From an optimization exercise on the open Yosys and OpenROAD flow, aimed at small area and a short achievable clock period; shortcuts taken in it are not production practice. The RTL was checked by simulation tests, not by an equivalence proof against the original design. Power is estimated from default activity; no workload was simulated.

--- flow/design.v ---
module MAC #(parameter ABIT = 16, BBIT = 16, EBIT = 8)
(
	i_clk,
	i_a, i_b, i_loadVal,
	i_load, i_add, i_useMul,
	o_result
);
	input i_clk, i_load, i_add, i_useMul;
	input signed [15:0] i_a;
	input signed [15:0] i_b;
	input signed [39:0] i_loadVal;
	output signed [39:0] o_result;
  reg [39:0] S;
  reg [27:0] C;   
  wire one1;
  wire two2;
  wire neg3;
  wire x4;
  wire x5;
  wire x6;
  wire x7;
  wire x8;
  wire x9;
  wire x10;
  wire x11;
  wire x12;
  wire x13;
  wire x14;
  wire x15;
  wire x16;
  wire x17;
  wire x18;
  wire x19;
  wire pp20;
  wire pp21;
  wire pp22;
  wire pp23;
  wire pp24;
  wire pp25;
  wire pp26;
  wire pp27;
  wire pp28;
  wire pp29;
  wire pp30;
  wire pp31;
  wire pp32;
  wire pp33;
  wire pp34;
  wire pp35;
  wire pp36;
  wire pp37;
  wire negc38;
  wire one39;
  wire two40;
  wire neg41;
  wire x42;
  wire x43;
  wire x44;
  wire x45;
  wire x46;
  wire x47;
  wire x48;
  wire x49;
  wire x50;
  wire x51;
  wire x52;
  wire x53;
  wire x54;
  wire x55;
  wire x56;
  wire x57;
  wire pp58;
  wire pp59;
  wire pp60;
  wire pp61;
  wire pp62;
  wire pp63;
  wire pp64;
  wire pp65;
  wire pp66;
  wire pp67;
  wire pp68;
  wire pp69;
  wire pp70;
  wire pp71;
  wire pp72;
  wire pp73;
  wire pp74;
  wire pp75;
  wire negc76;
  wire one77;
  wire two78;
  wire neg79;
  wire x80;
  wire x81;
  wire x82;
  wire x83;
  wire x84;
  wire x85;
  wire x86;
  wire x87;
  wire x88;
  wire x89;
  wire x90;
  wire x91;
  wire x92;
  wire x93;
  wire x94;
  wire x95;
  wire pp96;
  wire pp97;
  wire pp98;
  wire pp99;
  wire pp100;
  wire pp101;
  wire pp102;
  wire pp103;
  wire pp104;
  wire pp105;
  wire pp106;
  wire pp107;
  wire pp108;
  wire pp109;
  wire pp110;
  wire pp111;
  wire pp112;
  wire pp113;
  wire negc114;
  wire one115;
  wire two116;
  wire neg117;
  wire x118;
  wire x119;
  wire x120;
  wire x121;
  wire x122;
  wire x123;
  wire x124;
  wire x125;
  wire x126;
  wire x127;
  wire x128;
  wire x129;
  wire x130;
  wire x131;
  wire x132;
  wire x133;
  wire pp134;
  wire pp135;
  wire pp136;
  wire pp137;
  wire pp138;
  wire pp139;
  wire pp140;
  wire pp141;
  wire pp142;
  wire pp143;
  wire pp144;
  wire pp145;
  wire pp146;
  wire pp147;
  wire pp148;
  wire pp149;
  wire pp150;
  wire pp151;
  wire negc152;
  wire one153;
  wire two154;
  wire neg155;
  wire x156;
  wire x157;
  wire x158;
  wire x159;
  wire x160;
  wire x161;
  wire x162;
  wire x163;
  wire x164;
  wire x165;
  wire x166;
  wire x167;
  wire x168;
  wire x169;
  wire x170;
  wire x171;
  wire pp172;
  wire pp173;
  wire pp174;
  wire pp175;
  wire pp176;
  wire pp177;
  wire pp178;
  wire pp179;
  wire pp180;
  wire pp181;
  wire pp182;
  wire pp183;
  wire pp184;
  wire pp185;
  wire pp186;
  wire pp187;
  wire pp188;
  wire pp189;
  wire negc190;
  wire one191;
  wire two192;
  wire neg193;
  wire x194;
  wire x195;
  wire x196;
  wire x197;
  wire x198;
  wire x199;
  wire x200;
  wire x201;
  wire x202;
  wire x203;
  wire x204;
  wire x205;
  wire x206;
  wire x207;
  wire x208;
  wire x209;
  wire pp210;
  wire pp211;
  wire pp212;
  wire pp213;
  wire pp214;
  wire pp215;
  wire pp216;
  wire pp217;
  wire pp218;
  wire pp219;
  wire pp220;
  wire pp221;
  wire pp222;
  wire pp223;
  wire pp224;
  wire pp225;
  wire pp226;
  wire pp227;
  wire negc228;
  wire one229;
  wire two230;
  wire neg231;
  wire x232;
  wire x233;
  wire x234;
  wire x235;
  wire x236;
  wire x237;
  wire x238;
  wire x239;
  wire x240;
  wire x241;
  wire x242;
  wire x243;
  wire x244;
  wire x245;
  wire x246;
  wire x247;
  wire pp248;
  wire pp249;
  wire pp250;
  wire pp251;
  wire pp252;
  wire pp253;
  wire pp254;
  wire pp255;
  wire pp256;
  wire pp257;
  wire pp258;
  wire pp259;
  wire pp260;
  wire pp261;
  wire pp262;
  wire pp263;
  wire pp264;
  wire pp265;
  wire negc266;
  wire one267;
  wire two268;
  wire neg269;
  wire x270;
  wire x271;
  wire x272;
  wire x273;
  wire x274;
  wire x275;
  wire x276;
  wire x277;
  wire x278;
  wire x279;
  wire x280;
  wire x281;
  wire x282;
  wire x283;
  wire x284;
  wire x285;
  wire pp286;
  wire pp287;
  wire pp288;
  wire pp289;
  wire pp290;
  wire pp291;
  wire pp292;
  wire pp293;
  wire pp294;
  wire pp295;
  wire pp296;
  wire pp297;
  wire pp298;
  wire pp299;
  wire pp300;
  wire pp301;
  wire pp302;
  wire pp303;
  wire negc304;
  wire base305;
  wire base306;
  wire base307;
  wire base308;
  wire base309;
  wire base310;
  wire base311;
  wire base312;
  wire base313;
  wire base314;
  wire base315;
  wire base316;
  wire base317;
  wire base318;
  wire base319;
  wire base320;
  wire base321;
  wire base322;
  wire base323;
  wire base324;
  wire base325;
  wire base326;
  wire base327;
  wire base328;
  wire base329;
  wire base330;
  wire base331;
  wire base332;
  wire base333;
  wire base334;
  wire base335;
  wire base336;
  wire base337;
  wire base338;
  wire base339;
  wire base340;
  wire base341;
  wire base342;
  wire base343;
  wire base344;
  wire [7:0] btop345;
  wire n346;
  wire n347;
  wire n348;
  wire n349;
  wire n350;
  wire n351;
  wire n352;
  wire n353;
  wire n354;
  wire n355;
  wire n356;
  wire n357;
  wire n358;
  wire n359;
  wire n360;
  wire n361;
  wire n362;
  wire n363;
  wire n364;
  wire n365;
  wire n366;
  wire n367;
  wire n368;
  wire n369;
  wire n370;
  wire n371;
  wire n372;
  wire n373;
  wire n374;
  wire n375;
  wire n376;
  wire n377;
  wire n378;
  wire n379;
  wire n380;
  wire n381;
  wire n382;
  wire n383;
  wire n384;
  wire n385;
  wire n386;
  wire n387;
  wire n388;
  wire n389;
  wire n390;
  wire n391;
  wire n392;
  wire n393;
  wire n394;
  wire n395;
  wire n396;
  wire n397;
  wire n398;
  wire n399;
  wire n400;
  wire n401;
  wire n402;
  wire n403;
  wire n404;
  wire n405;
  wire n406;
  wire n407;
  wire n408;
  wire n409;
  wire n410;
  wire n411;
  wire n412;
  wire n413;
  wire n414;
  wire n415;
  wire n416;
  wire n417;
  wire n418;
  wire n419;
  wire n420;
  wire n421;
  wire n422;
  wire n423;
  wire n424;
  wire n425;
  wire n426;
  wire n427;
  wire n428;
  wire n429;
  wire n430;
  wire n431;
  wire n432;
  wire n433;
  wire n434;
  wire n435;
  wire n436;
  wire n437;
  wire n438;
  wire n439;
  wire n440;
  wire n441;
  wire n442;
  wire n443;
  wire n444;
  wire n445;
  wire n446;
  wire n447;
  wire n448;
  wire n449;
  wire n450;
  wire n451;
  wire n452;
  wire n453;
  wire n454;
  wire n455;
  wire n456;
  wire n457;
  wire n458;
  wire n459;
  wire n460;
  wire n461;
  wire n462;
  wire n463;
  wire n464;
  wire n465;
  wire n466;
  wire n467;
  wire n468;
  wire n469;
  wire n470;
  wire n471;
  wire n472;
  wire n473;
  wire n474;
  wire n475;
  wire n476;
  wire n477;
  wire n478;
  wire n479;
  wire n480;
  wire n481;
  wire n482;
  wire n483;
  wire n484;
  wire n485;
  wire n486;
  wire n487;
  wire n488;
  wire n489;
  wire n490;
  wire n491;
  wire n492;
  wire n493;
  wire n494;
  wire n495;
  wire n496;
  wire n497;
  wire n498;
  wire n499;
  wire n500;
  wire n501;
  wire n502;
  wire n503;
  wire n504;
  wire n505;
  wire n506;
  wire n507;
  wire n508;
  wire n509;
  wire n510;
  wire n511;
  wire n512;
  wire n513;
  wire n514;
  wire n515;
  wire n516;
  wire n517;
  wire n518;
  wire n519;
  wire n520;
  wire n521;
  wire n522;
  wire n523;
  wire n524;
  wire n525;
  wire n526;
  wire n527;
  wire n528;
  wire n529;
  wire n530;
  wire n531;
  wire n532;
  wire n533;
  wire n534;
  wire n535;
  wire n536;
  wire n537;
  wire n538;
  wire n539;
  wire n540;
  wire n541;
  wire n542;
  wire n543;
  wire n544;
  wire n545;
  wire n546;
  wire n547;
  wire n548;
  wire n549;
  wire n550;
  wire n551;
  wire n552;
  wire n553;
  wire n554;
  wire n555;
  wire n556;
  wire n557;
  wire n558;
  wire n559;
  wire n560;
  wire n561;
  wire n562;
  wire n563;
  wire n564;
  wire n565;
  wire n566;
  wire n567;
  wire n568;
  wire n569;
  wire n570;
  wire n571;
  wire n572;
  wire n573;
  wire n574;
  wire n575;
  wire n576;
  wire n577;
  wire n578;
  wire n579;
  wire n580;
  wire n581;
  wire n582;
  wire n583;
  wire n584;
  wire n585;
  wire n586;
  wire n587;
  wire n588;
  wire n589;
  wire n590;
  wire n591;
  wire n592;
  wire n593;
  wire n594;
  wire n595;
  wire n596;
  wire n597;
  wire n598;
  wire n599;
  wire n600;
  wire n601;
  wire n602;
  wire n603;
  wire n604;
  wire n605;
  wire n606;
  wire n607;
  wire n608;
  wire n609;
  wire n610;
  wire n611;
  wire n612;
  wire n613;
  wire n614;
  wire n615;
  wire n616;
  wire n617;
  wire n618;
  wire n619;
  wire n620;
  wire n621;
  wire n622;
  wire n623;
  wire n624;
  wire n625;
  wire n626;
  wire n627;
  wire n628;
  wire n629;
  wire n630;
  wire n631;
  wire n632;
  wire n633;
  assign one1 = i_useMul & i_b[0];
  assign two2 = i_useMul & i_b[1] & ~i_b[0];
  assign neg3 = i_b[1] ^ ~i_add;
  assign x4 = i_a[0] ^ neg3;
  assign x5 = i_a[1] ^ neg3;
  assign x6 = i_a[2] ^ neg3;
  assign x7 = i_a[3] ^ neg3;
  assign x8 = i_a[4] ^ neg3;
  assign x9 = i_a[5] ^ neg3;
  assign x10 = i_a[6] ^ neg3;
  assign x11 = i_a[7] ^ neg3;
  assign x12 = i_a[8] ^ neg3;
  assign x13 = i_a[9] ^ neg3;
  assign x14 = i_a[10] ^ neg3;
  assign x15 = i_a[11] ^ neg3;
  assign x16 = i_a[12] ^ neg3;
  assign x17 = i_a[13] ^ neg3;
  assign x18 = i_a[14] ^ neg3;
  assign x19 = i_a[15] ^ neg3;
  assign pp20 = (one1 & x4) | (two2 & neg3);
  assign pp21 = (one1 & x5) | (two2 & x4);
  assign pp22 = (one1 & x6) | (two2 & x5);
  assign pp23 = (one1 & x7) | (two2 & x6);
  assign pp24 = (one1 & x8) | (two2 & x7);
  assign pp25 = (one1 & x9) | (two2 & x8);
  assign pp26 = (one1 & x10) | (two2 & x9);
  assign pp27 = (one1 & x11) | (two2 & x10);
  assign pp28 = (one1 & x12) | (two2 & x11);
  assign pp29 = (one1 & x13) | (two2 & x12);
  assign pp30 = (one1 & x14) | (two2 & x13);
  assign pp31 = (one1 & x15) | (two2 & x14);
  assign pp32 = (one1 & x16) | (two2 & x15);
  assign pp33 = (one1 & x17) | (two2 & x16);
  assign pp34 = (one1 & x18) | (two2 & x17);
  assign pp35 = (one1 & x19) | (two2 & x18);
  assign pp36 = (one1 & x19) | (two2 & x19);
  assign pp37 = ~pp36;
  assign negc38 = neg3 & (one1 | two2);
  assign one39 = i_useMul & (i_b[2] ^ i_b[1]);
  assign two40 = i_useMul & ((i_b[3] & ~i_b[2] & ~i_b[1]) | (~i_b[3] & i_b[2] & i_b[1]));
  assign neg41 = i_b[3] ^ ~i_add;
  assign x42 = i_a[0] ^ neg41;
  assign x43 = i_a[1] ^ neg41;
  assign x44 = i_a[2] ^ neg41;
  assign x45 = i_a[3] ^ neg41;
  assign x46 = i_a[4] ^ neg41;
  assign x47 = i_a[5] ^ neg41;
  assign x48 = i_a[6] ^ neg41;
  assign x49 = i_a[7] ^ neg41;
  assign x50 = i_a[8] ^ neg41;
  assign x51 = i_a[9] ^ neg41;
  assign x52 = i_a[10] ^ neg41;
  assign x53 = i_a[11] ^ neg41;
  assign x54 = i_a[12] ^ neg41;
  assign x55 = i_a[13] ^ neg41;
  assign x56 = i_a[14] ^ neg41;
  assign x57 = i_a[15] ^ neg41;
  assign pp58 = (one39 & x42) | (two40 & neg41);
  assign pp59 = (one39 & x43) | (two40 & x42);
  assign pp60 = (one39 & x44) | (two40 & x43);
  assign pp61 = (one39 & x45) | (two40 & x44);
  assign pp62 = (one39 & x46) | (two40 & x45);
  assign pp63 = (one39 & x47) | (two40 & x46);
  assign pp64 = (one39 & x48) | (two40 & x47);
  assign pp65 = (one39 & x49) | (two40 & x48);
  assign pp66 = (one39 & x50) | (two40 & x49);
  assign pp67 = (one39 & x51) | (two40 & x50);
  assign pp68 = (one39 & x52) | (two40 & x51);
  assign pp69 = (one39 & x53) | (two40 & x52);
  assign pp70 = (one39 & x54) | (two40 & x53);
  assign pp71 = (one39 & x55) | (two40 & x54);
  assign pp72 = (one39 & x56) | (two40 & x55);
  assign pp73 = (one39 & x57) | (two40 & x56);
  assign pp74 = (one39 & x57) | (two40 & x57);
  assign pp75 = ~pp74;
  assign negc76 = neg41 & (one39 | two40);
  assign one77 = i_useMul & (i_b[4] ^ i_b[3]);
  assign two78 = i_useMul & ((i_b[5] & ~i_b[4] & ~i_b[3]) | (~i_b[5] & i_b[4] & i_b[3]));
  assign neg79 = i_b[5] ^ ~i_add;
  assign x80 = i_a[0] ^ neg79;
  assign x81 = i_a[1] ^ neg79;
  assign x82 = i_a[2] ^ neg79;
  assign x83 = i_a[3] ^ neg79;
  assign x84 = i_a[4] ^ neg79;
  assign x85 = i_a[5] ^ neg79;
  assign x86 = i_a[6] ^ neg79;
  assign x87 = i_a[7] ^ neg79;
  assign x88 = i_a[8] ^ neg79;
  assign x89 = i_a[9] ^ neg79;
  assign x90 = i_a[10] ^ neg79;
  assign x91 = i_a[11] ^ neg79;
  assign x92 = i_a[12] ^ neg79;
  assign x93 = i_a[13] ^ neg79;
  assign x94 = i_a[14] ^ neg79;
  assign x95 = i_a[15] ^ neg79;
  assign pp96 = (one77 & x80) | (two78 & neg79);
  assign pp97 = (one77 & x81) | (two78 & x80);
  assign pp98 = (one77 & x82) | (two78 & x81);
  assign pp99 = (one77 & x83) | (two78 & x82);
  assign pp100 = (one77 & x84) | (two78 & x83);
  assign pp101 = (one77 & x85) | (two78 & x84);
  assign pp102 = (one77 & x86) | (two78 & x85);
  assign pp103 = (one77 & x87) | (two78 & x86);
  assign pp104 = (one77 & x88) | (two78 & x87);
  assign pp105 = (one77 & x89) | (two78 & x88);
  assign pp106 = (one77 & x90) | (two78 & x89);
  assign pp107 = (one77 & x91) | (two78 & x90);
  assign pp108 = (one77 & x92) | (two78 & x91);
  assign pp109 = (one77 & x93) | (two78 & x92);
  assign pp110 = (one77 & x94) | (two78 & x93);
  assign pp111 = (one77 & x95) | (two78 & x94);
  assign pp112 = (one77 & x95) | (two78 & x95);
  assign pp113 = ~pp112;
  assign negc114 = neg79 & (one77 | two78);
  assign one115 = i_useMul & (i_b[6] ^ i_b[5]);
  assign two116 = i_useMul & ((i_b[7] & ~i_b[6] & ~i_b[5]) | (~i_b[7] & i_b[6] & i_b[5]));
  assign neg117 = i_b[7] ^ ~i_add;
  assign x118 = i_a[0] ^ neg117;
  assign x119 = i_a[1] ^ neg117;
  assign x120 = i_a[2] ^ neg117;
  assign x121 = i_a[3] ^ neg117;
  assign x122 = i_a[4] ^ neg117;
  assign x123 = i_a[5] ^ neg117;
  assign x124 = i_a[6] ^ neg117;
  assign x125 = i_a[7] ^ neg117;
  assign x126 = i_a[8] ^ neg117;
  assign x127 = i_a[9] ^ neg117;
  assign x128 = i_a[10] ^ neg117;
  assign x129 = i_a[11] ^ neg117;
  assign x130 = i_a[12] ^ neg117;
  assign x131 = i_a[13] ^ neg117;
  assign x132 = i_a[14] ^ neg117;
  assign x133 = i_a[15] ^ neg117;
  assign pp134 = (one115 & x118) | (two116 & neg117);
  assign pp135 = (one115 & x119) | (two116 & x118);
  assign pp136 = (one115 & x120) | (two116 & x119);
  assign pp137 = (one115 & x121) | (two116 & x120);
  assign pp138 = (one115 & x122) | (two116 & x121);
  assign pp139 = (one115 & x123) | (two116 & x122);
  assign pp140 = (one115 & x124) | (two116 & x123);
  assign pp141 = (one115 & x125) | (two116 & x124);
  assign pp142 = (one115 & x126) | (two116 & x125);
  assign pp143 = (one115 & x127) | (two116 & x126);
  assign pp144 = (one115 & x128) | (two116 & x127);
  assign pp145 = (one115 & x129) | (two116 & x128);
  assign pp146 = (one115 & x130) | (two116 & x129);
  assign pp147 = (one115 & x131) | (two116 & x130);
  assign pp148 = (one115 & x132) | (two116 & x131);
  assign pp149 = (one115 & x133) | (two116 & x132);
  assign pp150 = (one115 & x133) | (two116 & x133);
  assign pp151 = ~pp150;
  assign negc152 = neg117 & (one115 | two116);
  assign one153 = i_useMul & (i_b[8] ^ i_b[7]);
  assign two154 = i_useMul & ((i_b[9] & ~i_b[8] & ~i_b[7]) | (~i_b[9] & i_b[8] & i_b[7]));
  assign neg155 = i_b[9] ^ ~i_add;
  assign x156 = i_a[0] ^ neg155;
  assign x157 = i_a[1] ^ neg155;
  assign x158 = i_a[2] ^ neg155;
  assign x159 = i_a[3] ^ neg155;
  assign x160 = i_a[4] ^ neg155;
  assign x161 = i_a[5] ^ neg155;
  assign x162 = i_a[6] ^ neg155;
  assign x163 = i_a[7] ^ neg155;
  assign x164 = i_a[8] ^ neg155;
  assign x165 = i_a[9] ^ neg155;
  assign x166 = i_a[10] ^ neg155;
  assign x167 = i_a[11] ^ neg155;
  assign x168 = i_a[12] ^ neg155;
  assign x169 = i_a[13] ^ neg155;
  assign x170 = i_a[14] ^ neg155;
  assign x171 = i_a[15] ^ neg155;
  assign pp172 = (one153 & x156) | (two154 & neg155);
  assign pp173 = (one153 & x157) | (two154 & x156);
  assign pp174 = (one153 & x158) | (two154 & x157);
  assign pp175 = (one153 & x159) | (two154 & x158);
  assign pp176 = (one153 & x160) | (two154 & x159);
  assign pp177 = (one153 & x161) | (two154 & x160);
  assign pp178 = (one153 & x162) | (two154 & x161);
  assign pp179 = (one153 & x163) | (two154 & x162);
  assign pp180 = (one153 & x164) | (two154 & x163);
  assign pp181 = (one153 & x165) | (two154 & x164);
  assign pp182 = (one153 & x166) | (two154 & x165);
  assign pp183 = (one153 & x167) | (two154 & x166);
  assign pp184 = (one153 & x168) | (two154 & x167);
  assign pp185 = (one153 & x169) | (two154 & x168);
  assign pp186 = (one153 & x170) | (two154 & x169);
  assign pp187 = (one153 & x171) | (two154 & x170);
  assign pp188 = (one153 & x171) | (two154 & x171);
  assign pp189 = ~pp188;
  assign negc190 = neg155 & (one153 | two154);
  assign one191 = i_useMul & (i_b[10] ^ i_b[9]);
  assign two192 = i_useMul & ((i_b[11] & ~i_b[10] & ~i_b[9]) | (~i_b[11] & i_b[10] & i_b[9]));
  assign neg193 = i_b[11] ^ ~i_add;
  assign x194 = i_a[0] ^ neg193;
  assign x195 = i_a[1] ^ neg193;
  assign x196 = i_a[2] ^ neg193;
  assign x197 = i_a[3] ^ neg193;
  assign x198 = i_a[4] ^ neg193;
  assign x199 = i_a[5] ^ neg193;
  assign x200 = i_a[6] ^ neg193;
  assign x201 = i_a[7] ^ neg193;
  assign x202 = i_a[8] ^ neg193;
  assign x203 = i_a[9] ^ neg193;
  assign x204 = i_a[10] ^ neg193;
  assign x205 = i_a[11] ^ neg193;
  assign x206 = i_a[12] ^ neg193;
  assign x207 = i_a[13] ^ neg193;
  assign x208 = i_a[14] ^ neg193;
  assign x209 = i_a[15] ^ neg193;
  assign pp210 = (one191 & x194) | (two192 & neg193);
  assign pp211 = (one191 & x195) | (two192 & x194);
  assign pp212 = (one191 & x196) | (two192 & x195);
  assign pp213 = (one191 & x197) | (two192 & x196);
  assign pp214 = (one191 & x198) | (two192 & x197);
  assign pp215 = (one191 & x199) | (two192 & x198);
  assign pp216 = (one191 & x200) | (two192 & x199);
  assign pp217 = (one191 & x201) | (two192 & x200);
  assign pp218 = (one191 & x202) | (two192 & x201);
  assign pp219 = (one191 & x203) | (two192 & x202);
  assign pp220 = (one191 & x204) | (two192 & x203);
  assign pp221 = (one191 & x205) | (two192 & x204);
  assign pp222 = (one191 & x206) | (two192 & x205);
  assign pp223 = (one191 & x207) | (two192 & x206);
  assign pp224 = (one191 & x208) | (two192 & x207);
  assign pp225 = (one191 & x209) | (two192 & x208);
  assign pp226 = (one191 & x209) | (two192 & x209);
  assign pp227 = ~pp226;
  assign negc228 = neg193 & (one191 | two192);
  assign one229 = i_useMul & (i_b[12] ^ i_b[11]);
  assign two230 = i_useMul & ((i_b[13] & ~i_b[12] & ~i_b[11]) | (~i_b[13] & i_b[12] & i_b[11]));
  assign neg231 = i_b[13] ^ ~i_add;
  assign x232 = i_a[0] ^ neg231;
  assign x233 = i_a[1] ^ neg231;
  assign x234 = i_a[2] ^ neg231;
  assign x235 = i_a[3] ^ neg231;
  assign x236 = i_a[4] ^ neg231;
  assign x237 = i_a[5] ^ neg231;
  assign x238 = i_a[6] ^ neg231;
  assign x239 = i_a[7] ^ neg231;
  assign x240 = i_a[8] ^ neg231;
  assign x241 = i_a[9] ^ neg231;
  assign x242 = i_a[10] ^ neg231;
  assign x243 = i_a[11] ^ neg231;
  assign x244 = i_a[12] ^ neg231;
  assign x245 = i_a[13] ^ neg231;
  assign x246 = i_a[14] ^ neg231;
  assign x247 = i_a[15] ^ neg231;
  assign pp248 = (one229 & x232) | (two230 & neg231);
  assign pp249 = (one229 & x233) | (two230 & x232);
  assign pp250 = (one229 & x234) | (two230 & x233);
  assign pp251 = (one229 & x235) | (two230 & x234);
  assign pp252 = (one229 & x236) | (two230 & x235);
  assign pp253 = (one229 & x237) | (two230 & x236);
  assign pp254 = (one229 & x238) | (two230 & x237);
  assign pp255 = (one229 & x239) | (two230 & x238);
  assign pp256 = (one229 & x240) | (two230 & x239);
  assign pp257 = (one229 & x241) | (two230 & x240);
  assign pp258 = (one229 & x242) | (two230 & x241);
  assign pp259 = (one229 & x243) | (two230 & x242);
  assign pp260 = (one229 & x244) | (two230 & x243);
  assign pp261 = (one229 & x245) | (two230 & x244);
  assign pp262 = (one229 & x246) | (two230 & x245);
  assign pp263 = (one229 & x247) | (two230 & x246);
  assign pp264 = (one229 & x247) | (two230 & x247);
  assign pp265 = ~pp264;
  assign negc266 = neg231 & (one229 | two230);
  assign one267 = i_useMul & (i_b[14] ^ i_b[13]);
  assign two268 = i_useMul & ((i_b[15] & ~i_b[14] & ~i_b[13]) | (~i_b[15] & i_b[14] & i_b[13]));
  assign neg269 = i_b[15] ^ ~i_add;
  assign x270 = i_a[0] ^ neg269;
  assign x271 = i_a[1] ^ neg269;
  assign x272 = i_a[2] ^ neg269;
  assign x273 = i_a[3] ^ neg269;
  assign x274 = i_a[4] ^ neg269;
  assign x275 = i_a[5] ^ neg269;
  assign x276 = i_a[6] ^ neg269;
  assign x277 = i_a[7] ^ neg269;
  assign x278 = i_a[8] ^ neg269;
  assign x279 = i_a[9] ^ neg269;
  assign x280 = i_a[10] ^ neg269;
  assign x281 = i_a[11] ^ neg269;
  assign x282 = i_a[12] ^ neg269;
  assign x283 = i_a[13] ^ neg269;
  assign x284 = i_a[14] ^ neg269;
  assign x285 = i_a[15] ^ neg269;
  assign pp286 = (one267 & x270) | (two268 & neg269);
  assign pp287 = (one267 & x271) | (two268 & x270);
  assign pp288 = (one267 & x272) | (two268 & x271);
  assign pp289 = (one267 & x273) | (two268 & x272);
  assign pp290 = (one267 & x274) | (two268 & x273);
  assign pp291 = (one267 & x275) | (two268 & x274);
  assign pp292 = (one267 & x276) | (two268 & x275);
  assign pp293 = (one267 & x277) | (two268 & x276);
  assign pp294 = (one267 & x278) | (two268 & x277);
  assign pp295 = (one267 & x279) | (two268 & x278);
  assign pp296 = (one267 & x280) | (two268 & x279);
  assign pp297 = (one267 & x281) | (two268 & x280);
  assign pp298 = (one267 & x282) | (two268 & x281);
  assign pp299 = (one267 & x283) | (two268 & x282);
  assign pp300 = (one267 & x284) | (two268 & x283);
  assign pp301 = (one267 & x285) | (two268 & x284);
  assign pp302 = (one267 & x285) | (two268 & x285);
  assign pp303 = ~pp302;
  assign negc304 = neg269 & (one267 | two268);
  assign base305 = i_load ? i_loadVal[0] : o_result[0];
  assign base306 = i_load ? i_loadVal[1] : o_result[1];
  assign base307 = i_load ? i_loadVal[2] : o_result[2];
  assign base308 = i_load ? i_loadVal[3] : o_result[3];
  assign base309 = i_load ? i_loadVal[4] : o_result[4];
  assign base310 = i_load ? i_loadVal[5] : o_result[5];
  assign base311 = i_load ? i_loadVal[6] : o_result[6];
  assign base312 = i_load ? i_loadVal[7] : o_result[7];
  assign base313 = i_load ? i_loadVal[8] : o_result[8];
  assign base314 = i_load ? i_loadVal[9] : o_result[9];
  assign base315 = i_load ? i_loadVal[10] : o_result[10];
  assign base316 = i_load ? i_loadVal[11] : o_result[11];
  assign base317 = i_load ? i_loadVal[12] : o_result[12];
  assign base318 = i_load ? i_loadVal[13] : o_result[13];
  assign base319 = i_load ? i_loadVal[14] : o_result[14];
  assign base320 = i_load ? i_loadVal[15] : o_result[15];
  assign base321 = i_load ? i_loadVal[16] : o_result[16];
  assign base322 = i_load ? i_loadVal[17] : o_result[17];
  assign base323 = i_load ? i_loadVal[18] : o_result[18];
  assign base324 = i_load ? i_loadVal[19] : o_result[19];
  assign base325 = i_load ? i_loadVal[20] : o_result[20];
  assign base326 = i_load ? i_loadVal[21] : o_result[21];
  assign base327 = i_load ? i_loadVal[22] : o_result[22];
  assign base328 = i_load ? i_loadVal[23] : o_result[23];
  assign base329 = i_load ? i_loadVal[24] : o_result[24];
  assign base330 = i_load ? i_loadVal[25] : o_result[25];
  assign base331 = i_load ? i_loadVal[26] : o_result[26];
  assign base332 = i_load ? i_loadVal[27] : o_result[27];
  assign base333 = i_load ? i_loadVal[28] : o_result[28];
  assign base334 = i_load ? i_loadVal[29] : o_result[29];
  assign base335 = i_load ? i_loadVal[30] : o_result[30];
  assign base336 = i_load ? i_loadVal[31] : o_result[31];
  assign base337 = i_load ? i_loadVal[32] : o_result[32];
  assign base338 = i_load ? i_loadVal[33] : o_result[33];
  assign base339 = i_load ? i_loadVal[34] : o_result[34];
  assign base340 = i_load ? i_loadVal[35] : o_result[35];
  assign base341 = i_load ? i_loadVal[36] : o_result[36];
  assign base342 = i_load ? i_loadVal[37] : o_result[37];
  assign base343 = i_load ? i_loadVal[38] : o_result[38];
  assign base344 = i_load ? i_loadVal[39] : o_result[39];
  assign btop345 = {base344, base343, base342, base341, base340, base339, base338, base337} + 8'd255;
  assign n346 = base305 ^ pp20 ^ negc38;
  assign n347 = (base305 & pp20) | (base305 & negc38) | (pp20 & negc38);
  assign n348 = base306 ^ pp21 ^ n347;
  assign n349 = (base306 & pp21) | (base306 & n347) | (pp21 & n347);
  assign n350 = base307 ^ pp22 ^ pp58;
  assign n351 = (base307 & pp22) | (base307 & pp58) | (pp22 & pp58);
  assign n352 = negc76 ^ n350 ^ n349;
  assign n353 = (negc76 & n350) | (negc76 & n349) | (n350 & n349);
  assign n354 = base308 ^ pp23 ^ pp59;
  assign n355 = (base308 & pp23) | (base308 & pp59) | (pp23 & pp59);
  assign n356 = n351 ^ n354 ^ n353;
  assign n357 = (n351 & n354) | (n351 & n353) | (n354 & n353);
  assign n358 = base309 ^ pp24 ^ pp60;
  assign n359 = (base309 & pp24) | (base309 & pp60) | (pp24 & pp60);
  assign n360 = pp96 ^ negc114 ^ n355;
  assign n361 = (pp96 & negc114) | (pp96 & n355) | (negc114 & n355);
  assign n362 = n358 ^ n360;
  assign n363 = n358 & n360;
  assign n364 = base310 ^ pp25 ^ pp61;
  assign n365 = (base310 & pp25) | (base310 & pp61) | (pp25 & pp61);
  assign n366 = pp97 ^ n359 ^ n364;
  assign n367 = (pp97 & n359) | (pp97 & n364) | (n359 & n364);
  assign n368 = n361 ^ n366;
  assign n369 = n361 & n366;
  assign n370 = base311 ^ pp26 ^ pp62;
  assign n371 = (base311 & pp26) | (base311 & pp62) | (pp26 & pp62);
  assign n372 = pp98 ^ pp134 ^ negc152;
  assign n373 = (pp98 & pp134) | (pp98 & negc152) | (pp134 & negc152);
  assign n374 = n365 ^ n370 ^ n372;
  assign n375 = (n365 & n370) | (n365 & n372) | (n370 & n372);
  assign n376 = n367 ^ n374;
  assign n377 = n367 & n374;
  assign n378 = base312 ^ pp27 ^ pp63;
  assign n379 = (base312 & pp27) | (base312 & pp63) | (pp27 & pp63);
  assign n380 = pp99 ^ pp135 ^ n371;
  assign n381 = (pp99 & pp135) | (pp99 & n371) | (pp135 & n371);
  assign n382 = n373 ^ n378 ^ n380;
  assign n383 = (n373 & n378) | (n373 & n380) | (n378 & n380);
  assign n384 = n375 ^ n377;
  assign n385 = n375 & n377;
  assign n386 = base313 ^ pp28 ^ pp64;
  assign n387 = (base313 & pp28) | (base313 & pp64) | (pp28 & pp64);
  assign n388 = pp100 ^ pp136 ^ pp172;
  assign n389 = (pp100 & pp136) | (pp100 & pp172) | (pp136 & pp172);
  assign n390 = negc190 ^ n379 ^ n386;
  assign n391 = (negc190 & n379) | (negc190 & n386) | (n379 & n386);
  assign n392 = n388 ^ n381 ^ n390;
  assign n393 = (n388 & n381) | (n388 & n390) | (n381 & n390);
  assign n394 = n383 ^ n385;
  assign n395 = n383 & n385;
  assign n396 = base314 ^ pp29 ^ pp65;
  assign n397 = (base314 & pp29) | (base314 & pp65) | (pp29 & pp65);
  assign n398 = pp101 ^ pp137 ^ pp173;
  assign n399 = (pp101 & pp137) | (pp101 & pp173) | (pp137 & pp173);
  assign n400 = n387 ^ n389 ^ n396;
  assign n401 = (n387 & n389) | (n387 & n396) | (n389 & n396);
  assign n402 = n398 ^ n391 ^ n400;
  assign n403 = (n398 & n391) | (n398 & n400) | (n391 & n400);
  assign n404 = n393 ^ n402;
  assign n405 = n393 & n402;
  assign n406 = base315 ^ pp30 ^ pp66;
  assign n407 = (base315 & pp30) | (base315 & pp66) | (pp30 & pp66);
  assign n408 = pp102 ^ pp138 ^ pp174;
  assign n409 = (pp102 & pp138) | (pp102 & pp174) | (pp138 & pp174);
  assign n410 = pp210 ^ negc228 ^ n397;
  assign n411 = (pp210 & negc228) | (pp210 & n397) | (negc228 & n397);
  assign n412 = n399 ^ n406 ^ n408;
  assign n413 = (n399 & n406) | (n399 & n408) | (n406 & n408);
  assign n414 = n410 ^ n401 ^ n412;
  assign n415 = (n410 & n401) | (n410 & n412) | (n401 & n412);
  assign n416 = n403 ^ n414;
  assign n417 = n403 & n414;
  assign n418 = base316 ^ pp31 ^ pp67;
  assign n419 = (base316 & pp31) | (base316 & pp67) | (pp31 & pp67);
  assign n420 = pp103 ^ pp139 ^ pp175;
  assign n421 = (pp103 & pp139) | (pp103 & pp175) | (pp139 & pp175);
  assign n422 = pp211 ^ n407 ^ n409;
  assign n423 = (pp211 & n407) | (pp211 & n409) | (n407 & n409);
  assign n424 = n418 ^ n420 ^ n411;
  assign n425 = (n418 & n420) | (n418 & n411) | (n420 & n411);
  assign n426 = n422 ^ n413 ^ n424;
  assign n427 = (n422 & n413) | (n422 & n424) | (n413 & n424);
  assign n428 = n415 ^ n417;
  assign n429 = n415 & n417;
  assign n430 = base317 ^ pp32 ^ pp68;
  assign n431 = (base317 & pp32) | (base317 & pp68) | (pp32 & pp68);
  assign n432 = pp104 ^ pp140 ^ pp176;
  assign n433 = (pp104 & pp140) | (pp104 & pp176) | (pp140 & pp176);
  assign n434 = pp212 ^ pp248 ^ negc266;
  assign n435 = (pp212 & pp248) | (pp212 & negc266) | (pp248 & negc266);
  assign n436 = n419 ^ n421 ^ n430;
  assign n437 = (n419 & n421) | (n419 & n430) | (n421 & n430);
  assign n438 = n432 ^ n434 ^ n423;
  assign n439 = (n432 & n434) | (n432 & n423) | (n434 & n423);
  assign n440 = n436 ^ n425 ^ n438;
  assign n441 = (n436 & n425) | (n436 & n438) | (n425 & n438);
  assign n442 = n427 ^ n440;
  assign n443 = n427 & n440;
  assign n444 = base318 ^ pp33 ^ pp69;
  assign n445 = (base318 & pp33) | (base318 & pp69) | (pp33 & pp69);
  assign n446 = pp105 ^ pp141 ^ pp177;
  assign n447 = (pp105 & pp141) | (pp105 & pp177) | (pp141 & pp177);
  assign n448 = pp213 ^ pp249 ^ n431;
  assign n449 = (pp213 & pp249) | (pp213 & n431) | (pp249 & n431);
  assign n450 = n433 ^ n435 ^ n444;
  assign n451 = (n433 & n435) | (n433 & n444) | (n435 & n444);
  assign n452 = n446 ^ n448 ^ n437;
  assign n453 = (n446 & n448) | (n446 & n437) | (n448 & n437);
  assign n454 = n450 ^ n439 ^ n452;
  assign n455 = (n450 & n439) | (n450 & n452) | (n439 & n452);
  assign n456 = n441 ^ n454;
  assign n457 = n441 & n454;
  assign n458 = base319 ^ pp34 ^ pp70;
  assign n459 = (base319 & pp34) | (base319 & pp70) | (pp34 & pp70);
  assign n460 = pp106 ^ pp142 ^ pp178;
  assign n461 = (pp106 & pp142) | (pp106 & pp178) | (pp142 & pp178);
  assign n462 = pp214 ^ pp250 ^ pp286;
  assign n463 = (pp214 & pp250) | (pp214 & pp286) | (pp250 & pp286);
  assign n464 = negc304 ^ n445 ^ n447;
  assign n465 = (negc304 & n445) | (negc304 & n447) | (n445 & n447);
  assign n466 = n458 ^ n460 ^ n462;
  assign n467 = (n458 & n460) | (n458 & n462) | (n460 & n462);
  assign n468 = n449 ^ n464 ^ n451;
  assign n469 = (n449 & n464) | (n449 & n451) | (n464 & n451);
  assign n470 = n466 ^ n453 ^ n468;
  assign n471 = (n466 & n453) | (n466 & n468) | (n453 & n468);
  assign n472 = n455 ^ n470;
  assign n473 = n455 & n470;
  assign n474 = base320 ^ pp35 ^ pp71;
  assign n475 = (base320 & pp35) | (base320 & pp71) | (pp35 & pp71);
  assign n476 = pp107 ^ pp143 ^ pp179;
  assign n477 = (pp107 & pp143) | (pp107 & pp179) | (pp143 & pp179);
  assign n478 = pp215 ^ pp251 ^ pp287;
  assign n479 = (pp215 & pp251) | (pp215 & pp287) | (pp251 & pp287);
  assign n480 = n459 ^ n461 ^ n463;
  assign n481 = (n459 & n461) | (n459 & n463) | (n461 & n463);
  assign n482 = n474 ^ n476 ^ n478;
  assign n483 = (n474 & n476) | (n474 & n478) | (n476 & n478);
  assign n484 = n465 ^ n480 ^ n467;
  assign n485 = (n465 & n480) | (n465 & n467) | (n480 & n467);
  assign n486 = n482 ^ n469 ^ n484;
  assign n487 = (n482 & n469) | (n482 & n484) | (n469 & n484);
  assign n488 = n471 ^ n486;
  assign n489 = n471 & n486;
  assign n490 = ~(base321 ^ pp37);
  assign n491 = base321 | pp37;
  assign n492 = pp72 ^ pp108 ^ pp144;
  assign n493 = (pp72 & pp108) | (pp72 & pp144) | (pp108 & pp144);
  assign n494 = pp180 ^ pp216 ^ pp252;
  assign n495 = (pp180 & pp216) | (pp180 & pp252) | (pp216 & pp252);
  assign n496 = pp288 ^ n490 ^ n475;
  assign n497 = (pp288 & n490) | (pp288 & n475) | (n490 & n475);
  assign n498 = n477 ^ n479 ^ n492;
  assign n499 = (n477 & n479) | (n477 & n492) | (n479 & n492);
  assign n500 = n494 ^ n481 ^ n496;
  assign n501 = (n494 & n481) | (n494 & n496) | (n481 & n496);
  assign n502 = n483 ^ n498 ^ n485;
  assign n503 = (n483 & n498) | (n483 & n485) | (n498 & n485);
  assign n504 = n500 ^ n487 ^ n502;
  assign n505 = (n500 & n487) | (n500 & n502) | (n487 & n502);
  assign n506 = ~(base322 ^ pp73);
  assign n507 = base322 | pp73;
  assign n508 = pp109 ^ pp145 ^ pp181;
  assign n509 = (pp109 & pp145) | (pp109 & pp181) | (pp145 & pp181);
  assign n510 = pp217 ^ pp253 ^ pp289;
  assign n511 = (pp217 & pp253) | (pp217 & pp289) | (pp253 & pp289);
  assign n512 = n491 ^ n506 ^ n493;
  assign n513 = (n491 & n506) | (n491 & n493) | (n506 & n493);
  assign n514 = n495 ^ n508 ^ n510;
  assign n515 = (n495 & n508) | (n495 & n510) | (n508 & n510);
  assign n516 = n497 ^ n512 ^ n499;
  assign n517 = (n497 & n512) | (n497 & n499) | (n512 & n499);
  assign n518 = n514 ^ n501 ^ n516;
  assign n519 = (n514 & n501) | (n514 & n516) | (n501 & n516);
  assign n520 = n503 ^ n518;
  assign n521 = n503 & n518;
  assign n522 = base323 ^ pp75 ^ pp110;
  assign n523 = (base323 & pp75) | (base323 & pp110) | (pp75 & pp110);
  assign n524 = pp146 ^ pp182 ^ pp218;
  assign n525 = (pp146 & pp182) | (pp146 & pp218) | (pp182 & pp218);
  assign n526 = pp254 ^ pp290 ^ n507;
  assign n527 = (pp254 & pp290) | (pp254 & n507) | (pp290 & n507);
  assign n528 = n509 ^ n511 ^ n522;
  assign n529 = (n509 & n511) | (n509 & n522) | (n511 & n522);
  assign n530 = n524 ^ n526 ^ n513;
  assign n531 = (n524 & n526) | (n524 & n513) | (n526 & n513);
  assign n532 = n515 ^ n528 ^ n530;
  assign n533 = (n515 & n528) | (n515 & n530) | (n528 & n530);
  assign n534 = n517 ^ n532 ^ n519;
  assign n535 = (n517 & n532) | (n517 & n519) | (n532 & n519);
  assign n536 = ~(base324 ^ pp111);
  assign n537 = base324 | pp111;
  assign n538 = pp147 ^ pp183 ^ pp219;
  assign n539 = (pp147 & pp183) | (pp147 & pp219) | (pp183 & pp219);
  assign n540 = pp255 ^ pp291 ^ n536;
  assign n541 = (pp255 & pp291) | (pp255 & n536) | (pp291 & n536);
  assign n542 = n523 ^ n525 ^ n538;
  assign n543 = (n523 & n525) | (n523 & n538) | (n525 & n538);
  assign n544 = n527 ^ n540 ^ n529;
  assign n545 = (n527 & n540) | (n527 & n529) | (n540 & n529);
  assign n546 = n542 ^ n531 ^ n544;
  assign n547 = (n542 & n531) | (n542 & n544) | (n531 & n544);
  assign n548 = n533 ^ n546;
  assign n549 = n533 & n546;
  assign n550 = base325 ^ pp113 ^ pp148;
  assign n551 = (base325 & pp113) | (base325 & pp148) | (pp113 & pp148);
  assign n552 = pp184 ^ pp220 ^ pp256;
  assign n553 = (pp184 & pp220) | (pp184 & pp256) | (pp220 & pp256);
  assign n554 = pp292 ^ n537 ^ n539;
  assign n555 = (pp292 & n537) | (pp292 & n539) | (n537 & n539);
  assign n556 = n550 ^ n552 ^ n541;
  assign n557 = (n550 & n552) | (n550 & n541) | (n552 & n541);
  assign n558 = n554 ^ n543 ^ n556;
  assign n559 = (n554 & n543) | (n554 & n556) | (n543 & n556);
  assign n560 = n545 ^ n558 ^ n547;
  assign n561 = (n545 & n558) | (n545 & n547) | (n558 & n547);
  assign n562 = ~(base326 ^ pp149);
  assign n563 = base326 | pp149;
  assign n564 = pp185 ^ pp221 ^ pp257;
  assign n565 = (pp185 & pp221) | (pp185 & pp257) | (pp221 & pp257);
  assign n566 = pp293 ^ n562 ^ n551;
  assign n567 = (pp293 & n562) | (pp293 & n551) | (n562 & n551);
  assign n568 = n553 ^ n564 ^ n555;
  assign n569 = (n553 & n564) | (n553 & n555) | (n564 & n555);
  assign n570 = n566 ^ n557 ^ n568;
  assign n571 = (n566 & n557) | (n566 & n568) | (n557 & n568);
  assign n572 = n559 ^ n570;
  assign n573 = n559 & n570;
  assign n574 = base327 ^ pp151 ^ pp186;
  assign n575 = (base327 & pp151) | (base327 & pp186) | (pp151 & pp186);
  assign n576 = pp222 ^ pp258 ^ pp294;
  assign n577 = (pp222 & pp258) | (pp222 & pp294) | (pp258 & pp294);
  assign n578 = n563 ^ n565 ^ n574;
  assign n579 = (n563 & n565) | (n563 & n574) | (n565 & n574);
  assign n580 = n576 ^ n567 ^ n578;
  assign n581 = (n576 & n567) | (n576 & n578) | (n567 & n578);
  assign n582 = n569 ^ n580 ^ n571;
  assign n583 = (n569 & n580) | (n569 & n571) | (n580 & n571);
  assign n584 = ~(base328 ^ pp187);
  assign n585 = base328 | pp187;
  assign n586 = pp223 ^ pp259 ^ pp295;
  assign n587 = (pp223 & pp259) | (pp223 & pp295) | (pp259 & pp295);
  assign n588 = n584 ^ n575 ^ n577;
  assign n589 = (n584 & n575) | (n584 & n577) | (n575 & n577);
  assign n590 = n586 ^ n588 ^ n579;
  assign n591 = (n586 & n588) | (n586 & n579) | (n588 & n579);
  assign n592 = n581 ^ n590;
  assign n593 = n581 & n590;
  assign n594 = base329 ^ pp189 ^ pp224;
  assign n595 = (base329 & pp189) | (base329 & pp224) | (pp189 & pp224);
  assign n596 = pp260 ^ pp296 ^ n585;
  assign n597 = (pp260 & pp296) | (pp260 & n585) | (pp296 & n585);
  assign n598 = n587 ^ n594 ^ n596;
  assign n599 = (n587 & n594) | (n587 & n596) | (n594 & n596);
  assign n600 = n589 ^ n598 ^ n591;
  assign n601 = (n589 & n598) | (n589 & n591) | (n598 & n591);
  assign n602 = ~(base330 ^ pp225);
  assign n603 = base330 | pp225;
  assign n604 = pp261 ^ pp297 ^ n602;
  assign n605 = (pp261 & pp297) | (pp261 & n602) | (pp297 & n602);
  assign n606 = n595 ^ n597 ^ n604;
  assign n607 = (n595 & n597) | (n595 & n604) | (n597 & n604);
  assign n608 = n599 ^ n606;
  assign n609 = n599 & n606;
  assign n610 = base331 ^ pp227 ^ pp262;
  assign n611 = (base331 & pp227) | (base331 & pp262) | (pp227 & pp262);
  assign n612 = pp298 ^ n603 ^ n610;
  assign n613 = (pp298 & n603) | (pp298 & n610) | (n603 & n610);
  assign n614 = n605 ^ n612 ^ n607;
  assign n615 = (n605 & n612) | (n605 & n607) | (n612 & n607);
  assign n616 = ~(base332 ^ pp263);
  assign n617 = base332 | pp263;
  assign n618 = pp299 ^ n616 ^ n611;
  assign n619 = (pp299 & n616) | (pp299 & n611) | (n616 & n611);
  assign n620 = n618 ^ n613;
  assign n621 = n618 & n613;
  assign n622 = base333 ^ pp265 ^ pp300;
  assign n623 = (base333 & pp265) | (base333 & pp300) | (pp265 & pp300);
  assign n624 = n617 ^ n622 ^ n619;
  assign n625 = (n617 & n622) | (n617 & n619) | (n622 & n619);
  assign n626 = ~(base334 ^ pp301);
  assign n627 = base334 | pp301;
  assign n628 = n626 ^ n623;
  assign n629 = n626 & n623;
  assign n630 = base335 ^ pp303 ^ n627;
  assign n631 = (base335 & pp303) | (base335 & n627) | (pp303 & n627);
  assign n632 = ~(base336 ^ n631);
  assign n633 = base336 | n631;
  assign o_result = S + {1'b0, 1'b0, 1'b0, 1'b0, 1'b0, 1'b0, 1'b0, C[27], 1'b0, C[26], C[25], C[24], C[23], C[22], C[21], C[20], C[19], C[18], C[17], C[16], C[15], C[14], C[13], C[12], C[11], C[10], C[9], C[8], C[7], C[6], C[5], C[4], C[3], C[2], C[1], C[0], 1'b0, 1'b0, 1'b0, 1'b0};
  always @(posedge i_clk) begin
    S <= {btop345[7], btop345[6], btop345[5], btop345[4], btop345[3], btop345[2], btop345[1], btop345[0], n632, n629, n628, n621, n620, n609, n608, n593, n592, n573, n572, n549, n535, n521, n505, n489, n473, n457, n443, n429, n426, n405, n395, n392, n382, n369, n363, n362, n356, n352, n348, n346};
    C <= {n633, n630, n625, n624, n615, n614, n601, n600, n583, n582, n561, n560, n548, n534, n520, n504, n488, n472, n456, n442, n428, n416, n404, n394, n384, n376, n368, n357};
  end
endmodule
--- flow/flow/run.sh ---
#!/bin/bash
set -euo pipefail
export BUFFER_PORTS_ARGS="-buffer_cell sky130_fd_sc_hd__buf_2"
export SETUP_SLACK_MARGIN=7.0
bash standard.sh > standard.log 2>&1
--- flow/standard.sh ---
#!/bin/bash
# synth_recipe.tcl (not shown) runs the flow's synth.tcl, then flattens the netlist and writes it again
# the make line also repeats each setting of config.mk as NAME=value (left out here)
make -C /OpenROAD-flow-scripts/flow DESIGN_CONFIG=/design/flow/config.mk WORK_HOME=/design/flow/orfs CLKGATE_MAP_FILE= SYNTH_SCRIPT=/design/flow/synth_recipe.tcl "${@:-finish}"
--- flow/config.mk ---
export PLATFORM = sky130hd
export DESIGN_NAME = MAC
export DESIGN_NICKNAME = MAC
export VERILOG_FILES = /design/flow/design.v
export SDC_FILE = /design/flow/constraint.sdc
export NUM_CORES = 4
export LEC_CHECK = 0
export CAP_MARGIN = 20
export CORE_MARGIN = 2
export CORE_UTILIZATION = 60
export SLEW_MARGIN = 20
--- flow/constraint.sdc ---
create_clock -name core_clock -period 12.0 [get_ports {i_clk}]
set_input_delay 2.4000 -clock core_clock [delete_from_list [all_inputs] [get_ports {i_clk}]]
set_output_delay 2.4000 -clock core_clock [all_outputs]
set_load 0.01 [all_outputs]
==> run_results.csv, run 1 <==
group,metric,value,unit
cts,cts_tree,"done",
sta,fmax,183,MHz
drt,via_per_inst,5.96,
logic_synthesis,yosysWarnings,1,
cts,cts_buffer_depth,2,
grt,grt_pass1_wl,47500,µm
setup_path,startpoint_type,"input port",
logic_synthesis,synth_edf_count,0,
drt,wire_per_inst,20.6,µm
sta,setup_violations,0,
logic_synthesis,ys_seq_area_share,13.5,%
final_layout,nets,1545,
die,initial_core_util,61.0,%
die,coreArea,0.0165,mm²
setup_path,critPathArrivalTime,5680,ps
cts,cts-root-buf,"clkbuf_16",
power,ir_drop,0.000162,V
grt,use_met1,48.0,%
setup_path,cp_max_fo,7,
sta,clock_skew,13.2,ps
drt,drtAntennaViolNets,0,
drt,drt_iter0_markers,649,
logic_synthesis,yosys_most_used_dff,"dfxtp_1",
sta,worst_pin_slew,696,ps
logic_synthesis,avgSynthCellArea,8.59,µm²
sta,slew_violations,0,
final_layout,fin_util,80.2,%
cts,clkTransAtPathRegs,60,ps
logic_synthesis,syn_area,0.0101,mm²
setup_path,max_stage_delay,550,ps
setup_path,crit_required,12210,ps
logic_synthesis,synth_seq_cells,68,
drt,dr.pass1.iters,5,
final_layout,syn_to_final_growth,31.6,%
logic_synthesis,synthesis.nets,1423,
sta,min_period,5470,ps
logic_synthesis,postSynth.asyncResetShare,0,%
status,outcome,"finished clean",
grt,use_met2,54.2,%
power,power_density,276,mW/mm²
sta,finalSetupTns,0,ps
die,die-area,0.0178,mm²
placed_design,place_congestion,0.939,
sta,finalCritPeriodShare,45.6,%
setup_path,cp_cell_sequence,"buf_8 > buf_12 > buf_12 > xnor2_4 > buf_6 > xor2_2 > a22oi_2 > fa_2 > inv_2 > fa_2 > inv_2 > fa_2 > fa_2 > inv_2 > fa_1",
sta,rsz0062_at_grt,"yes",
grt,grt_pass1_vias,8812,
grt,grt_overflow_total,0,
die,die_w,134,µm
run,drv_cap,0,
die,ioPinCount,116,
placed_design,placedCellCount,1427,
cts,clk_latency,340,ps
min_path,hold_path_class,"flip-flop to flip-flop",
cts,clock_sinks,68,
grt,grtUsageTotal,34.4,%
setup_path,path_class,"input port to flip-flop",
grt,use_met3,7.57,%
final_layout,n_antenna_cell,0,
setup_path,cp-end-kind,"flip-flop",
setup_path,cp_common_cell,"fa_2",
grt,grt_max_degree,47,
grt,antenna_found_initial,0,
placed_design,portBuffers,115,
placed_design,dp_hpwl,22500,µm
final_layout,layout-drive-gt1-share,35.5,%
placed_design,pre_cts_ws,5570,ps
power,p_leak,5.74,nW
drt,finalWirelength,31300,µm
drt,drc,0,
final_layout,finalNonFillerCells,1520,
cts,cts_max_level,3,
setup_path,crit_slowest_cell,"fa_2",
sta,hold_viol_final,0,
die,num_rows,47,
sta,relSlewSlack,53.2,%
die,die_h,134,µm
grt,busiest_layer,"met2",
sta,setup_ws,6530,ps
cts,cts_buffers,9,
logic_synthesis,synthCells,1173,
logic_synthesis,synthDistinctLibCells,64,
drt,vias,9057,
layer usage:
layer	up-vias	routed length, µm
met1	4357	13000
met5	-	0
met2	474	14400
met3	84	2840
li1	4142	-
met4	0	1150
per-stage QoR:
| stage | total power, W | instance area [µm²] | hold WS, ps |
|---|---|---|---|
| global placement | 0.00266 | 10900 | 673 |
| finish | 0.00365 | 13300 | 714 |
| global route | 0.00402 | 13300 | 758 |
| CTS | 0.00334 | 12500 | 699 |
| detailed placement | 0.00275 | 10900 | 687 |
| floorplan | 0.00210 | 10600 | 695 |
state kept, by name, indices dropped and copies added (netlist names):
name	count
C	28
S	40
synthesized netlist by cell type, types with 4 or more instances:
library cell    n  area [µm²]
o22a_1          6        52.6
a22oi_1        49         368
a21oi_1        45         225
mux2_2          8        90.1
fa_1          117        2340
buf_1          19        71.3
o21a_1          6        45.0
o22ai_1        22         138
nor3_1          8        40.0
a31oi_1         6        37.5
clkbuf_1       43         161
a211oi_1        4        30.0
a21boi_0       11        82.6
or2_2           4        25.0
ha_1           57         713
mux2i_1        28         280
nor2_1         43         161
o21ai_0        56         280
nand2_1       111         417
and2_1         19         119
buf_4           4        30.0
xnor2_1       105         920
nand4_1        13        81.3
buf_2          15        75.1
o211ai_1       14         105
nand3_1         8        40.0
dfxtp_1        68        1360
a22o_1          8        70.1
a21o_1         10        75.1
inv_1         136         510
xor2_1         73         639
nor2b_1         9        56.3
what timing repair did:
action | CTS | global route
setup buffers | 60 | 15
cloned | 2 | 0
resized for setup | 158 | 128
pin swaps | 78 | 60
setup endpoints to repair | 66 | 62
hold buffers | 0 | 0
cell usage in the layout, fill, tap and decap left out, types with 37 or more instances in the layout:
master   netlist  layout
buf_4          4      50
nor2_1        43      37
fa_1         117      81
buf_2         15     108
a22oi_1       49      38
inv_1        136     122
nand2_1      111     106
dfxtp_1       68      63
xnor2_1      105      63
o21ai_0       56      38
xor2_1        73      52
where the power goes:
part / internal [W] / leakage, nW / total [W] / switching [W]
Combinational: 0.00130 / 5.01 / 0.00291 / 0.00161
Clock: 0.000186 / 0.159 / 0.000298 / 0.000112
Sequential: 0.000372 / 0.570 / 0.000445 / 0.0000733
Total: 0.00186 / 5.74 / 0.00365 / 0.00179
kinds of logic after synthesis:
family / count (synthesis) / synth area share, %
simple gates: 230 / 10.5
fa+ha+maj: 174 / 30.3
buf+inv: 220 / 8.56
mux: 36 / 3.68
xor+xnor: 179 / 15.6
flops: 68 / 13.5
compound gates: 266 / 17.8
worst paths after layout:
| kind | startpoint | to | slack [ps] | depth (start not counted) |
|---|---|---|---|---|
| setup / recovery | i_add | C[12] | 6530 | 15 |
| hold / removal | S[39] | S[39] | 710 | 3 |
| hold reg to reg | S[39] | S[39] | 710 | 3 |
| setup reg to reg | S[4] | C[16] | 7050 | 16 |
critical path: cells and delay by family:
kind                       cells  cell delay, ps
AOI/OAI and AO/OA              1             100
xor gates and xnor gates       2             390
adders and majority gates      5            2080
buffers and inverters          7             710
area by class of cell:
cell class                 instances  area [µm²]
multi-input combinational        885        9310
fill                            1089        3270
inverter                         137         519
clock inverter                     7         105
sequential                        68        1370
clock buffer                       9         225
tap                              220         275
timing repair buffer             194        1460
==> run 2, diff against run 1 <==
==> flow/flow/run.sh (replaced) <==
#!/bin/bash
set -euo pipefail
export BUFFER_PORTS_ARGS="-buffer_cell sky130_fd_sc_hd__buf_2"
export SETUP_SLACK_MARGIN=6.0
bash standard.sh > standard.log 2>&1
==> run_results.csv, run 2 <==
group,metric,value,unit
drt,via_per_inst,5.74,
logic_synthesis,synth_top_family_by_area,"adder cells",
grt,grtUsageTotal,30.7,%
sta,hold_viol_final,0,
setup_path,cp_max_fo,16,
logic_synthesis,synthDistinctLibCells,64,
logic_synthesis,synth_top_area_share,23.2,%
cts,clock_sinks,68,
grt,antenna_found_initial,0,
power,ir_drop,0.000145,V
logic_synthesis,synth_most_common_cell,"inv_1",
logic_synthesis,synth_xor_area_share,15.6,%
setup_path,crit_required,12210,ps
final_layout,largest_register_ffs,40,
setup_path,cp-end-kind,"flip-flop",
sta,setup_violations,0,
logic_synthesis,synth_simple_gate_area_share,10.5,%
final_layout,top_regs,"S (40), C (28)",
drt,drtAntennaViolNets,0,
placed_design,dp_hpwl,22200,µm
logic_synthesis,yosys_most_used_dff,"dfxtp_1",
die,die_w,134,µm
final_layout,layout-drive-gt1-share,15.3,%
logic_synthesis,postSynth.asyncResetShare,0,%
final_layout,n_antenna_cell,0,
sta,min_period,5840,ps
logic_synthesis,synthTopCellsByCount,"inv_1, fa_1, nand2_1",
cts,clk_latency,330,ps
die,die-area,0.0178,mm²
logic_synthesis,synth_seq_cells,68,
placed_design,placedCellCount,1427,
cts,clkTransAtPathRegs,60,ps
sta,finalCritPeriodShare,48.6,%
min_path,hp-start,"S[39]",
logic_synthesis,synthesis.nets,1423,
setup_path,timing.critical_path.from,"i_b[0]",
drt,vias,8420,
logic_synthesis,yosysWarnings,1,
run,drv_cap,0,
power,power_density,264,mW/mm²
sta,clock_skew,10.0,ps
logic_synthesis,synth_edf_count,0,
status,outcome,"finished clean",
logic_synthesis,yosys.area_share.adder,30.3,%
min_path,hold_path_class,"flip-flop to flip-flop",
logic_synthesis,muxShareOfSynthArea,3.68,%
placed_design,place_congestion,0.950,
power,p_sw_share,50.2,%
sta,relSlewSlack,49.1,%
setup_path,critPathArrivalTime,6040,ps
power,finalPower,0.00299,W
sta,fmax,171,MHz
power,p_int,0.00149,W
placed_design,portBuffers,115,
final_layout,fin_util,68.5,%
cts,cts_buffer_depth,2,
final_layout,final_cell_mix,"inv_1, fa_1, buf_2",
drt,dr.pass1.iters,5,
logic_synthesis,synth.area.top_cells,"fa_1, dfxtp_1, xnor2_1",
final_layout,syn_to_final_growth,12.4,%
sta,rsz0062_at_grt,"yes",
sta,worst_pin_slew,756,ps
drt,drc,0,
setup_path,startpoint_type,"input port",
cts,cts-root-buf,"clkbuf_16",
grt,grt_pass1_wl,42100,µm
logic_synthesis,synthCells,1173,
cts,cts_max_level,3,
placed_design,pre_cts_ws,5490,ps
final_layout,nets,1492,
drt,drt_iter0_markers,618,
die,initial_core_util,61.0,%
grt,grt_pass1_vias,7768,
sta,slew_violations,0,
grt,grt_overflow_total,0,
power,p_sw,0.00150,W
die,coreArea,0.0165,mm²
logic_synthesis,synth-compound-area-share,17.8,%
logic_synthesis,ys_seq_area_share,13.5,%
sta,finalSetupTns,0,ps
final_layout,regArea,0.00136,mm²
die,die_h,134,µm
drt,finalWirelength,27000,µm
logic_synthesis,synth_area_leader_cell,"fa_1",
setup_path,r2r_start,"C[4]",
power,clkPwrFrac,9.4,%
grt,grt_max_degree,47,
die,num_rows,47,
power,p_leak,5.08,nW
sta,setup_ws,6160,ps
final_layout,n_fill_cell,1417,
logic_synthesis,avgSynthCellArea,8.59,µm²
cts,cts_buffers,9,
drt,wire_per_inst,18.4,µm
die,ioPinCount,116,
final_layout,finalNonFillerCells,1466,
power,p_comb_share,76.5,%
final_layout,layout_commonest_cell,"inv_1",
setup_path,path_class,"input port to flip-flop",
final_layout,regMostFlops,"S",
cts,cts_tree,"done",
final_layout,multi_input_area,0.00799,mm²
power,seqPwrFrac,14.1,%
logic_synthesis,syn_area,0.0101,mm²
run 2: power groups by stage:
stage | logic (W) | clock network (W) | registers, W
floorplan | 0.00166 | 0 | 0.000405
global route | 0.00261 | 0.000293 | 0.000432
detailed placement | 0.00225 | 0 | 0.000427
CTS | 0.00228 | 0.000286 | 0.000423
finish | 0.00229 | 0.000281 | 0.000423
global placement | 0.00218 | 0 | 0.000426
run 2: per-layer routing:
| layer | track usage, % | wire length [µm] | part of all wire, % |
|---|---|---|---|
| met5 | 0 | 0 | 0 |
| met4 | 9.87 | 804 | 3.0 |
| met3 | 3.27 | 1860 | 6.9 |
| met2 | 45.2 | 11500 | 43 |
| met1 | 47.1 | 12800 | 48 |
run 2: critical path, stage by stage:
cell and delay (ps):
buf_2 270, clkinvlp_4 340, nor2_2 410, a22oi_1 150, nor2b_1 200, fa_1 470, fa_1 430, inv_1 80
fa_1 430, fa_1 370, inv_1 90, fa_1 410
run 2: final cells by class:
class	instances	area share (%)
multi-input combinational	885	70.5
sequential	68	12.0
tap	220	2.43
inverter	137	4.57
clock inverter	6	0.784
timing repair buffer	141	7.69
clock buffer	9	1.99
run 2: final timing paths:
| path | to | slack (ps) | cells past startpoint |
|---|---|---|---|
| hold reg to reg | S[39] | 680 | 3 |
| hold / removal | S[39] | 680 | 3 |
| setup / recovery | C[12] | 6160 | 12 |
| setup reg to reg | C[14] | 7080 | 17 |
run 2: cells by family (layout without fill, tap and decap cells):
| group | Yosys count | in the layout |
|---|---|---|
| buf+inv | 220 | 293 |
| flops | 68 | 68 |
| fa+ha+maj | 174 | 174 |
| compound gates | 266 | 266 |
| mux | 36 | 36 |
| xor+xnor | 179 | 179 |
| simple gates | 230 | 230 |
run 2: what timing repair did:
action,CTS,global route
setup buffers,11,13
pin swaps,4,3
resized for setup,1,7
endpoints found under the setup margin,8,11
hold endpoints to repair,0,0
hold buffers,0,0
run 2: per-stage QoR:
step / hold slack [ps] / instance area, µm²
after global placement: 673 / 10700
after floorplan: 695 / 10200
after detailed placement: 677 / 10700
after global routing: 742 / 11300
after CTS: 685 / 11200
final: 678 / 11300
==> run 3, diff against run 2 <==
==> flow/flow/run.sh (replaced) <==
#!/bin/bash
set -euo pipefail
export BUFFER_PORTS_ARGS="-buffer_cell sky130_fd_sc_hd__buf_2"
export SETUP_SLACK_MARGIN=6.5
bash standard.sh > standard.log 2>&1
==> run_results.csv, run 3 <==
group,metric,value,unit
logic_synthesis,synth_top_area_share,23.2,%
logic_synthesis,synthTopCellsByCount,"inv_1, fa_1, nand2_1",
setup_path,cp_max_fo,28,
sta,min_period,5420,ps
sta,fmax,184,MHz
logic_synthesis,synth.area.top_cells,"fa_1, dfxtp_1, xnor2_1",
logic_synthesis,synthesis.nets,1423,
die,die-area,0.0178,mm²
drt,dr.pass1.iters,5,
sta,hold_viol_final,0,
logic_synthesis,yosysWarnings,1,
final_layout,layout_commonest_cell,"inv_1",
setup_path,cp-end-kind,"flip-flop",
placed_design,pre_cts_ws,5350,ps
logic_synthesis,avgSynthCellArea,8.59,µm²
sta,finalCritPeriodShare,45.2,%
grt,antenna_found_initial,0,
cts,cts_buffers,9,
sta,finalSetupTns,0,ps
logic_synthesis,yosys_most_used_dff,"dfxtp_1",
drt,finalWirelength,27600,µm
cts,clkTransAtPathRegs,60,ps
grt,grtUsageTotal,31.4,%
logic_synthesis,postSynth.asyncResetShare,0,%
power,power_density,263,mW/mm²
grt,grt_pass1_wl,43200,µm
die,initial_core_util,61.0,%
final_layout,nets,1505,
logic_synthesis,synth_most_common_cell,"inv_1",
grt,grt_overflow_total,0,
cts,clk_latency,330,ps
logic_synthesis,ys_seq_area_share,13.5,%
drt,drc,0,
placed_design,place_congestion,0.922,
sta,setup_ws,6580,ps
sta,rsz0062_at_grt,"yes",
grt,grt_pass1_vias,7982,
logic_synthesis,synthCells,1173,
drt,wire_per_inst,18.7,µm
cts,cts_tree,"done",
cts,cts-root-buf,"clkbuf_16",
cts,postCtsHoldBufs,0,
die,num_rows,47,
final_layout,top_regs,"S (40), C (28)",
sta,clock_skew,10.6,ps
drt,via_per_inst,5.68,
setup_path,crit_required,12210,ps
power,p_leak,5.19,nW
placed_design,portBuffers,115,
setup_path,startpoint_type,"input port",
cts,cts_max_level,3,
run,drv_cap,0,
die,die_h,134,µm
final_layout,syn_to_final_growth,15.3,%
drt,drt_iter0_markers,612,
die,ioPinCount,116,
sta,worst_pin_slew,685,ps
setup_path,critPathArrivalTime,5630,ps
logic_synthesis,synthDistinctLibCells,64,
final_layout,regMostFlops,"S",
drt,vias,8395,
grt,grt_max_degree,47,
die,die_w,134,µm
cts,cts_buffer_depth,2,
final_layout,largest_register_ffs,40,
cts,clock_sinks,68,
logic_synthesis,synth_edf_count,0,
power,ir_drop,0.000273,V
setup_path,path_class,"input port to flip-flop",
logic_synthesis,synth_seq_cells,68,
sta,relSlewSlack,53.9,%
final_layout,n_antenna_cell,0,
drt,drtAntennaViolNets,0,
sta,setup_violations,0,
min_path,hold_path_class,"flip-flop to flip-flop",
final_layout,final_cell_mix,"inv_1, buf_2, nand2_1",
sta,slew_violations,0,
final_layout,layout-drive-gt1-share,20.3,%
placed_design,dp_hpwl,22200,µm
logic_synthesis,synth_area_leader_cell,"fa_1",
logic_synthesis,syn_area,0.0101,mm²
die,coreArea,0.0165,mm²
status,outcome,"finished clean",
## run 3: worst paths after layout
kind               start     to  slack, ps  depth (start not counted)
setup / recovery  i_load  C[10]       6580                         11
hold / removal     S[39]  S[39]        690                          3
setup reg to reg    C[0]  C[16]       7200                         14
hold reg to reg    S[39]  S[39]        690                          3
## run 3: routing by layer
layer | GRT usage (%) | wire [µm] | up-vias
met5 | 0 | 0 | -
met4 | 7.27 | 577 | 0
met3 | 3.96 | 2040 | 34
met2 | 48.1 | 12000 | 323
met1 | 47.8 | 13000 | 3973
li1 | - | - | 4065
## run 3: what timing repair did
item | in CTS | in global routing
pin swaps | 13 | 4
gates cloned | 0 | 2
endpoints found under the setup margin | 40 | 23
gates resized for setup | 23 | 32
buffers inserted | 29 | 7
## run 3: cell type report
class | count | area [µm²]
Clock buffer | 9 | 225
Clock inverter | 6 | 42.5
Fill cell | 1357 | 4900
Inverter | 137 | 522
Multi-Input combinational cell | 885 | 8180
Sequential cell | 68 | 1360
Tap cell | 220 | 275
Timing Repair Buffer | 154 | 1020
## run 3: critical path: stages
cell    delay [ps]
buf_4          220
inv_4          150
buf_12         170
mux2_2         400
fa_2           570
inv_1           50
fa_1           380
fa_1           480
fa_1           490
inv_1           40
ha_1           250
## run 3: logic make-up after synthesis
group,after synthesis,share of synthesized area (%)
compound gates,266,17.8
xor+xnor,179,15.6
fa+ha+maj,174,30.3
buf+inv,220,8.56
flops,68,13.5
mux,36,3.68
simple gates,230,10.5
## run 3: through the flow
| stage | area (µm²) | total power [W] | utilization, % | hold slack, ps | std cells |
|---|---|---|---|---|---|
| floorplan | 10400 | 0.00209 | - | 695 | 1173 |
| global placement | 10800 | 0.00266 | 65.4 | 671 | 1426 |
| detailed placement | 10800 | 0.00272 | 65.4 | 672 | 1426 |
| CTS | 11400 | 0.00304 | 69.2 | 685 | 1470 |
| global route | 11600 | 0.00343 | 70.3 | 753 | 1479 |
| finish | 11600 | 0.00305 | 70.3 | 689 | 1479 |
## run 3: where the power goes
group          internal [W]  switching [W]  leakage [nW]
Sequential         0.000370      0.0000508         0.569
Clock              0.000139       0.000103         0.127
Combinational      0.000997        0.00139          4.50

-- what the ideal ports hide --
The flow's constraints put no driver on any port. The routed layouts listed below were extracted and timed again, unchanged, in two steps. Step 1 (the two cells are an assumption about what drives the block):
set clk [get_ports {i_clk}]
set_driving_cell -lib_cell sky130_fd_sc_hd__clkbuf_16 $clk
set_driving_cell -lib_cell sky130_fd_sc_hd__buf_2 [delete_from_list [all_inputs] $clk]
Step 2 also shifts input and output timing later by t, the mid clock arrival at the registers, as if the neighbouring blocks saw the same clock. Three values: no drivers, after step 1, after step 2; two values: the first two.
run | t, ns | setup WS [ns] | worst register clock-pin slew, ns | worst slew at a driven data input, ns
run 1 | 0.378 | 6.533 / 6.537 / 6.160 | 0.07 / 0.07 | 0.05
run 2 | 0.376 | 6.164 / 6.189 / 5.813 | 0.06 / 0.06 | 0.04
run 3 | 0.366 | 6.579 / 6.549 / 6.183 | 0.06 / 0.06 | 0.17
After both steps every run listed still meets setup and hold. The setup slack of run 3, which loses most, moves by -0.030 ns with the drivers and by -0.396 ns with both steps.
